From an optimization exercise on the open Yosys and OpenROAD flow, aimed at small area, a short achievable clock period and few clock cycles; shortcuts taken in it are not production practice. The RTL was checked by simulation tests, not by an equivalence proof against the original design.

rev 12:
==> flow/design.v (excerpt) <==
module ntt_intt_top_reg (
    input  wire        clk,
    input  wire        rst,
    input  wire        start,
    input  wire        mode,       
    output wire        done,
    output wire [7:0]  bram_addr_a,
    output wire        bram_we_a,
    output wire [15:0] bram_din_a,
    input  wire [15:0] bram_dout_a,
    output wire [7:0]  bram_addr_b,
    output wire        bram_we_b,
    output wire [15:0] bram_din_b,
    input  wire [15:0] bram_dout_b
);
==> flow/config.mk <==
export PLATFORM = sky130hd
export DESIGN_NAME = ntt_intt_top_reg
export DESIGN_NICKNAME = ntt_intt_top_reg
export VERILOG_FILES = /design/flow/design.v
export SDC_FILE = /design/flow/constraint.sdc
export NUM_CORES = 4
export LEC_CHECK = 0
export ABC_AREA = 1
export CAP_MARGIN = 20
export CORE_MARGIN = 2
export CORE_UTILIZATION = 40
export CTS_CLUSTER_DIAMETER = 150
export CTS_CLUSTER_SIZE = 20
export PLACE_DENSITY = 0.6
export SLEW_MARGIN = 20
export SYNTH_MEMORY_MAX_BITS = 4096
==> flow/constraint.sdc <==
create_clock -name core_clock -period 18.0 [get_ports {clk}]
set_input_delay 3.6000 -clock core_clock [delete_from_list [all_inputs] [get_ports {clk}]]
set_output_delay 3.6000 -clock core_clock [all_outputs]
set_load 0.01 [all_outputs]
standard.sh (not shown) runs the stock make flow with config.mk's settings and CLKGATE_MAP_FILE= SYNTH_SCRIPT=/design/flow/synth_recipe.tcl, a recipe that flattens the netlist after the stock synthesis.
==> flow/flow/run.sh <==
#!/bin/bash
# The standard layout (the standard.sh, all ORFS steps unchanged), except
# that buffer_ports puts a sky130_fd_sc_hd__buf_2 on every input and output
# port instead of the delay cell it picks by default.
set -euo pipefail
export BUFFER_PORTS_ARGS="-buffer_cell sky130_fd_sc_hd__buf_2"
bash standard.sh > standard_flow.log 2>&1
Testbench counts of rev 12, summed over its fixed seeds: cycles 30,496.
Edits applied to the flow inputs when going from rev 12 to rev 13:
-- flow/design.v --
<<< rev 12, line 351
    reg        wa, la;    
    reg        mode_r;
    reg        done_r;    
    reg        we_a_o, we_b_o, done_o;
    reg [7:0]  addr_a_r, addr_b_r;
    reg [6:0]  k0, k1;
    wire       last_c = (cc == 8'd135);
    wire       last_s = last_c && (pc == 3'd6);
>>> rev 13, line 351
    reg        wa, la;    
    reg        mode_r;
    reg        we_r;
    reg        done_r;
    reg [7:0]  addr_a_r, addr_b_r;
    reg [6:0]  k0, k1, k2;
    wire       last_c = (cc == 8'd135);
    wire       last_s = last_c && (pc == 3'd6);
<<< rev 12, line 367
        la     <= 1'b0;
        mode_r <= 1'b0;
        done_r <= 1'b0;
      end else begin
>>> rev 13, line 367
        la     <= 1'b0;
        mode_r <= 1'b0;
        we_r   <= 1'b0;
        done_r <= 1'b0;
      end else begin
<<< rev 12, line 380
        wa     <= run && (cc >= 8'd8);
        la     <= run && last_s;
        done_r <= la;
        if (run) begin
>>> rev 13, line 381
        wa     <= run && (cc >= 8'd8);
        la     <= run && last_s;
        we_r   <= wa;
        done_r <= la;
        if (run) begin
<<< rev 12, line 396
    end
    always @(posedge clk) begin
      we_a_o <= wa;
      we_b_o <= wa;
      done_o <= la;
      if (run) begin
        xa <= place(pc, cc);
>>> rev 13, line 398
    end
    always @(posedge clk) begin
      if (run) begin
        xa <= place(pc, cc);
<<< rev 12, line 414
      end
      k1 <= k0;
    end
    reg  [11:0] a0, b0;           
>>> rev 13, line 413
      end
      k1 <= k0;
      k2 <= k1;
    end
    reg  [11:0] a0, b0;           
<<< rev 12, line 420
    reg  [12:0] a1;
    reg  [10:0] zr;               
    reg  [5:0]  zb_one, zb_two;   
    reg  [4:0]  zb_neg;           
    reg  [8:0]  p4l;              
    reg  [15:0] p4s, p4c;
>>> rev 13, line 420
    reg  [12:0] a1;
    reg  [10:0] zr;               
    reg  [8:0]  p4l;              
    reg  [15:0] p4s, p4c;
<<< rev 12, line 438
    wire [12:0] s2_dm = s2_d[12] ? s2_d + Q : s2_d;
    wire [12:0] zx = {1'b0, zr, 1'b0};
    reg  [5:0]  zx_one, zx_two, zx_neg;
    always @* begin
      for (bi = 0; bi < 6; bi = bi + 1) begin
        zx_one[bi] = zx[2*bi+1] ^ zx[2*bi];
        zx_two[bi] = (zx[2*bi+2] & ~zx[2*bi+1] & ~zx[2*bi]) | (~zx[2*bi+2] & zx[2*bi+1] & zx[2*bi]);
        zx_neg[bi] = zx[2*bi+2] & ~(zx[2*bi+1] & zx[2*bi]);
      end
    end
>>> rev 13, line 436
    wire [12:0] s2_dm = s2_d[12] ? s2_d + Q : s2_d;
    wire [12:0] zx = {1'b0, zr, 1'b0};
    reg  [5:0]  zb_one, zb_two, zb_neg;
    always @* begin
      for (bi = 0; bi < 6; bi = bi + 1) begin
        zb_one[bi] = zx[2*bi+1] ^ zx[2*bi];
        zb_two[bi] = (zx[2*bi+2] & ~zx[2*bi+1] & ~zx[2*bi]) | (~zx[2*bi+2] & zx[2*bi+1] & zx[2*bi]);
        zb_neg[bi] = zx[2*bi+2] & ~(zx[2*bi+1] & zx[2*bi]);
      end
    end
<<< rev 12, line 506
      a0 <= bram_dout_a[11:0];
      b0 <= bram_dout_b[11:0];
      zr <= zrom(k1);
      zb_one <= zx_one;
      zb_two <= zx_two;
      zb_neg <= zx_neg[4:0];
      f2 <= zflip(k1);
      m1 <= s2_dm[11:0];
>>> rev 13, line 504
      a0 <= bram_dout_a[11:0];
      b0 <= bram_dout_b[11:0];
      zr <= zrom(k2);
      f2 <= zflip(k1);
      m1 <= s2_dm[11:0];
<<< rev 12, line 528
    assign bram_addr_a = addr_a_r;
    assign bram_addr_b = addr_b_r;
    assign bram_we_a   = we_a_o;
    assign bram_we_b   = we_b_o;
    assign bram_din_a  = {4'd0, o_up};
    assign bram_din_b  = {4'd0, o_dn};
    assign done        = done_o;
endmodule
>>> rev 13, line 523
    assign bram_addr_a = addr_a_r;
    assign bram_addr_b = addr_b_r;
    assign bram_we_a   = we_r;
    assign bram_we_b   = we_r;
    assign bram_din_a  = {4'd0, o_up};
    assign bram_din_b  = {4'd0, o_dn};
    assign done        = done_r;
endmodule
--- outcome ---
Compare rev 12 and rev 13 | number of flip-flops and latches lower: rev 13. Rev 12 and rev 13 ended up with roughly the same area overhead of the layout relative to synthesis. | clock skew | rev 13 vs rev 12 | ≈ equal |. Compared with rev 12, in rev 13 global-route usage did not really move; first-pass GRT wire length went down by 510 um; overall routed net length shows a reduction of about 1.1%; cell count after placement +1.6%. Uppermost layer routed: met5 -> rev 12, met4 -> rev 13. Between rev 13 and rev 12, the post-synthesis instance area does not differ in any meaningful way. Non-clock buffer count (rev 13 vs. rev 12) increases by a few percent. There was hardly any difference in cell area between rev 12 and rev 13.
Testbench counts of rev 13, summed over its fixed seeds: cycles 30,496.

afterwards: timing with drivers on the ports:
The flow's constraints put no driver on any port. The routed layouts listed below were extracted and timed again, unchanged, in two steps. Step 1: set_driving_cell puts a clkbuf_16 on clk and a buf_2 on each other input, an assumption about the parent block. Step 2 adds t to the input delays and takes it off the output delays; t is the mean of the earliest and latest rising clock arrival at the registers after step 1. Input paths then give back, and output paths get back, about the clock's delay inside the block. a / b / c = ideal / step 1 / step 2; a / b = the first two.
run	t, ns	setup slack, ns	worst hold slack (ns)	worst setup path at the end	worst register clock-pin slew, ns
rev 12	0.575	13.414 / 13.366 / 13.778	0.314 / 0.314 / 0.314	input to register	0.09 / 0.09
rev 13	0.568	13.363 / 13.310 / 13.366	0.323 / 0.323 / 0.323	register to register	0.09 / 0.09
After both steps every run listed still meets setup and hold.
